This design comes from an exercise in tuning for small area on the open sky130 flow, not from production work.
In this exercise RTL edits were held to simulation tests only and were not proved equivalent to the original.
The flow treats the clock pin as an ideal source. Dropping or thinning the clock tree relies on that and would not hold on a real chip.
Power is estimated from default activity; no workload was simulated.

## game_master_core
module game_master_core (
    input  logic       clk,
    input  logic       rst,
    input  logic       u_btn,
    input  logic       r_btn,
    input  logic       l_btn,
    input  logic       die_en,
    input  logic [2:0] die_value,
    output logic [3:0] sec0,
    output logic [3:0] sec1,
    output logic [3:0] min0,
    output logic [3:0] min1,
    output logic [5:0] p1_position,
    output logic [5:0] p2_position,
    output logic [2:0] play_state,
    output logic       wait_p1,
    output logic       wait_p2,
    output logic [1:0] score_p1,
    output logic [1:0] score_p2,
    output logic       scl,
    input  logic       sda_i,
    output logic       sda_o,
    output logic       sda_oe
);
    function automatic logic [12:0] l13(input logic [12:0] s);
        l13 = {s[11:0], ~(s[12] ^ s[3] ^ s[2] ^ s[0])};
    endfunction
    function automatic logic [9:0] l10(input logic [9:0] s);
        l10 = {s[8:0], ~(s[9] ^ s[6])};
    endfunction
    function automatic logic [6:0] l7(input logic [6:0] s);
        l7 = {s[5:0], ~(s[6] ^ s[5])};
    endfunction
    localparam logic [12:0] C13_1    = 13'h1;      
    localparam logic [12:0] C13_3000 = 13'h1cd0;   
    localparam logic [12:0] C13_7999 = 13'hb86;    
    localparam logic [9:0]  C10_999  = 10'h2b2;    
    localparam logic [6:0]  C7_24    = 7'h57;
    localparam logic [6:0]  C7_26    = 7'h5c;
    localparam logic [6:0]  C7_49    = 7'h2b;
  ...
For scale: roughly 6400 µm² of cells after synthesis.
export LEC_CHECK = 0
export CAP_MARGIN = 0
export CORE_MARGIN = 2
export CORE_UTILIZATION = 40
export CTS_BUF_LIST = sky130_fd_sc_hd__clkbuf_8
export PLACE_DENSITY = 0.6
export SLEW_MARGIN = 0
create_clock -name core_clock -period 10.0 [get_ports {clk}]
standard.sh (not shown) runs the stock make flow with config.mk's settings and CLKGATE_MAP_FILE= SYNTH_SCRIPT=/design/flow/synth_recipe.tcl, a recipe that flattens the netlist after the stock synthesis.
==> flow/flow/run.sh <==
#!/bin/bash
# Own layout flow: the standard synthesis, then an area re-mapping of its
# combinational logic (the flip-flops stay exactly as synthesized), then
# the standard layout steps with port buffers of the smallest size and a
# smaller balanced clock tree of our own (flow/cts.tcl).
# Each tool's output goes to a log of its own in this folder.
set -euo pipefail
W=$PWD
R=$W/orfs/results/$FLOW_PLATFORM/game_master_core/base
LIB=$FLOW_HOME/platforms/$FLOW_PLATFORM/lib/sky130_fd_sc_hd__tt_025C_1v80.lib
YOSYS=${YOSYS_EXE:-$(dirname "$FLOW_HOME")/tools/install/yosys/bin/yosys}

# 1. standard synthesis (1_2_yosys.v, 1_synth.odb)
bash standard.sh synth > log_1_synth.log 2>&1

# 2. area re-mapping of the combinational logic: several area-oriented ABC
#    scripts (four of them with ABC's &deepsyn, from different seeds), run
#    four at a time, keeping the smallest result (all are the same logic)
cp "$R/1_2_yosys.v" "$W/1_2_yosys_standard.v"
MAP3="dch;map -a;strash;dch;map -a;strash;dch;map -a;topo"
SCRIPTS=(
  "+strash;&get -n;&deepsyn -T 100 -S 0;&put;$MAP3"
  "+strash;&get -n;&deepsyn -T 100 -S 1;&put;$MAP3"
  "+strash;&get -n;&deepsyn -T 100 -S 2;&put;$MAP3"
  "+strash;&get -n;&deepsyn -T 100 -S 3;&put;$MAP3"
  "+strash;$MAP3"
  "+strash;dch -f;map -a;strash;dch -f;map -a;strash;dch -f;map -a;topo"
  "+strash;ifraig;dch;map -a;strash;ifraig;dch;map -a;strash;dch;map -a;topo"
  "+strash;drw;drf;$MAP3"
)
run_map() {
  local i=$1
  python3 - "$LIB" "$W" "$i" "${SCRIPTS[$i]}" flow/reabc.ys > "$W/reabc_run_$i.ys" <<'PY'
import sys
lib, w, i, script, tmpl = sys.argv[1:6]
s = open(tmpl).read()
s = s.replace('IN_LIB', lib).replace('IN_NETLIST', w + '/1_2_yosys_standard.v')
s = s.replace('OUT_NETLIST', '%s/remapped_%s.v' % (w, i)).replace('OUT_STAT', '%s/remapped_stat_%s.txt' % (w, i))
s = s.replace('ABC_SCRIPT', script)
print(s, end='')
PY
  "$YOSYS" -s "$W/reabc_run_$i.ys" > "log_2_reabc_$i.log" 2>&1 || true
}
for i in 0 1 2 3; do run_map $i & done
wait
for i in 4 5 6 7; do run_map $i & done
wait
best=""; best_area=""
for i in "${!SCRIPTS[@]}"; do
  f="$W/remapped_stat_$i.txt"
  [[ -f "$f" && -f "$W/remapped_$i.v" ]] || { echo "script $i: failed" >> log_2_reabc_choice.log; continue; }
  a=$(grep "Chip area for module '.game_master_core'" "$f" | tail -1 | awk '{print $NF}')
  echo "script $i: area $a" >> log_2_reabc_choice.log
  if [[ -n "$a" ]] && { [[ -z "$best_area" ]] || awk -v a="$a" -v b="$best_area" 'BEGIN{exit !(a < b)}'; }; then
    best=$i; best_area=$a
  fi
done
echo "chosen: script $best, area $best_area" >> log_2_reabc_choice.log
cp "$W/remapped_$best.v" "$R/1_2_yosys.v"
rm -f "$R/1_synth.odb" "$R/1_synth.sdc"

# 3. placement, with port buffers of the smallest size
PORTBUF="BUFFER_PORTS_ARGS=-buffer_cell sky130_fd_sc_hd__buf_1"
bash standard.sh "$PORTBUF" place > log_3_place.log 2>&1

# 4. clock tree: flow/cts.tcl in place of ORFS's CTS step (a root buffer and
#    ten leaf buffers, each driving one cluster of flip-flops)
bash standard.sh run "RUN_SCRIPT=$W/flow/cts.tcl" RUN_LOG_NAME_STEM=4_1_cts \
    MY_CTS_CLOCK_PORT=clk MY_CTS_LEAVES=10 MY_CTS_LEAF_CELL=sky130_fd_sc_hd__clkbuf_8 \
    MY_CTS_ROOT_CELL=sky130_fd_sc_hd__clkbuf_8 > log_4_cts.log 2>&1
test -f "$R/4_1_cts.odb"

# 5. routing and the rest of the standard layout
bash standard.sh "$PORTBUF" finish > log_5_route_finish.log 2>&1
test -f out/final.def
Other scripts of this flow, unchanged in this note and not shown: flow/flow/cts.tcl, flow/flow/reabc.ys
The first run finished with timing, DRC and antenna clean.
Change:
--- a/flow/flow/run.sh
+++ b/flow/flow/run.sh
@@ -16,3 +16,3 @@
-# 2. area re-mapping of the combinational logic: several area-oriented ABC
-#    scripts (four of them with ABC's &deepsyn, from different seeds), run
-#    four at a time, keeping the smallest result (all are the same logic)
+# 2. area re-mapping of the combinational logic: ABC's &deepsyn from a few
+#    seeds and one plain area script, each followed by area mapping, run
+#    four at a time; the smallest result is kept (all are the same logic)
@@ -20,0 +21 @@
+MAP5="dch;map -a;strash;dch;map -a;strash;dch;map -a;strash;dch;map -a;strash;dch;map -a;topo"
@@ -22,7 +23,5 @@
-  "+strash;&get -n;&deepsyn -T 100 -S 0;&put;$MAP3"
-  "+strash;&get -n;&deepsyn -T 100 -S 1;&put;$MAP3"
-  "+strash;&get -n;&deepsyn -T 100 -S 2;&put;$MAP3"
-  "+strash;&get -n;&deepsyn -T 100 -S 3;&put;$MAP3"
-  "+strash;$MAP3"
-  "+strash;dch -f;map -a;strash;dch -f;map -a;strash;dch -f;map -a;topo"
-  "+strash;ifraig;dch;map -a;strash;ifraig;dch;map -a;strash;dch;map -a;topo"
+  "+strash;&get -n;&deepsyn -T 80 -S 2;&put;$MAP5"
+  "+strash;&get -n;&deepsyn -T 60 -S 2;&deepsyn -T 60 -S 5;&put;$MAP3"
+  "+strash;&get -n;&deepsyn -T 80 -S 0;&put;$MAP3"
+  "+strash;&get -n;&deepsyn -T 80 -S 1;&put;$MAP5"
+  "+strash;&get -n;&deepsyn -T 80 -S 3;&put;$MAP3"
@@ -46 +45 @@
-for i in 4 5 6 7; do run_map $i & done
+for i in 4 5; do run_map $i & done
- CAP_MARGIN: 0 -> 20
- SLEW_MARGIN: 0 -> 20
Result:
- total power grows by about 0.6%
- routed wire length shrinks by about 1.3%
- core utilization shrinks by 0.16 points
- die area shrinks by about 0.8%
- final area shrinks by 0.72%
- combinational power grows by about 2%
- register-to-register slack loses 0.19 ns
- worst hold slack loses 0.0048 ns
- clock skew shrinks by 0.0072 ns
- setup slack loses 0.048 ns
- first-iteration DRC count grows by 36%
Change:
--- a/flow/flow/run.sh
+++ b/flow/flow/run.sh
@@ -16,3 +16,3 @@
-# 2. area re-mapping of the combinational logic: ABC's &deepsyn from a few
-#    seeds and one plain area script, each followed by area mapping, run
-#    four at a time; the smallest result is kept (all are the same logic)
+# 2. area re-mapping of the combinational logic: several area-oriented ABC
+#    scripts (four of them with ABC's &deepsyn, from different seeds), run
+#    four at a time, keeping the smallest result (all are the same logic)
@@ -21 +20,0 @@
-MAP5="dch;map -a;strash;dch;map -a;strash;dch;map -a;strash;dch;map -a;strash;dch;map -a;topo"
@@ -23,5 +22,7 @@
-  "+strash;&get -n;&deepsyn -T 80 -S 2;&put;$MAP5"
-  "+strash;&get -n;&deepsyn -T 60 -S 2;&deepsyn -T 60 -S 5;&put;$MAP3"
-  "+strash;&get -n;&deepsyn -T 80 -S 0;&put;$MAP3"
-  "+strash;&get -n;&deepsyn -T 80 -S 1;&put;$MAP5"
-  "+strash;&get -n;&deepsyn -T 80 -S 3;&put;$MAP3"
+  "+strash;&get -n;&deepsyn -T 100 -S 0;&put;$MAP3"
+  "+strash;&get -n;&deepsyn -T 100 -S 1;&put;$MAP3"
+  "+strash;&get -n;&deepsyn -T 100 -S 2;&put;$MAP3"
+  "+strash;&get -n;&deepsyn -T 100 -S 3;&put;$MAP3"
+  "+strash;$MAP3"
+  "+strash;dch -f;map -a;strash;dch -f;map -a;strash;dch -f;map -a;topo"
+  "+strash;ifraig;dch;map -a;strash;ifraig;dch;map -a;strash;dch;map -a;topo"
@@ -45 +46 @@
-for i in 4 5; do run_map $i & done
+for i in 4 5 6 7; do run_map $i & done
Result: Via count rises by a few percent; wire length rises slightly; final cell count rises slightly; clock skew rises by 0.0072 ns; global-route usage rises by 0.14 points; sequential share of layout area falls by 0.35 points; setup slack improved by 0.048 ns; maximum frequency rises slightly; synthesized area rises slightly.
No run of this note takes its clock network from TritonCTS; it comes from the design's own scripts or RTL.

==> re-timing with driven ports <==
How much do the figures lean on ideal ports? The routed layouts below were timed once more, with nothing changed but the port constraints. Step 1 assumes that a clkbuf_16 drives the clock port and a buf_2 every other input. Step 2 also shifts input and output timing later by t, the mid clock arrival at the registers, as if the neighbouring blocks saw the same clock. a / b / c = ideal / step 1 / step 2; a / b = the first two.
run	shift t [ns]	slack for setup (ns)	slew at the worst register clock pin (ns)	cell pins on the clock port's net
the first run	0.427	6.130 / 6.113 / 5.946	0.10 / 0.10	1
the second run	0.441	6.082 / 6.065 / 5.852	0.10 / 0.10	1
the third run	0.427	6.130 / 6.113 / 5.946	0.10 / 0.10	1
After both steps setup and hold are still met in every run listed. For the second run, which loses most, drivers alone change the setup slack by -0.017 ns; drivers and shift together by -0.230 ns.
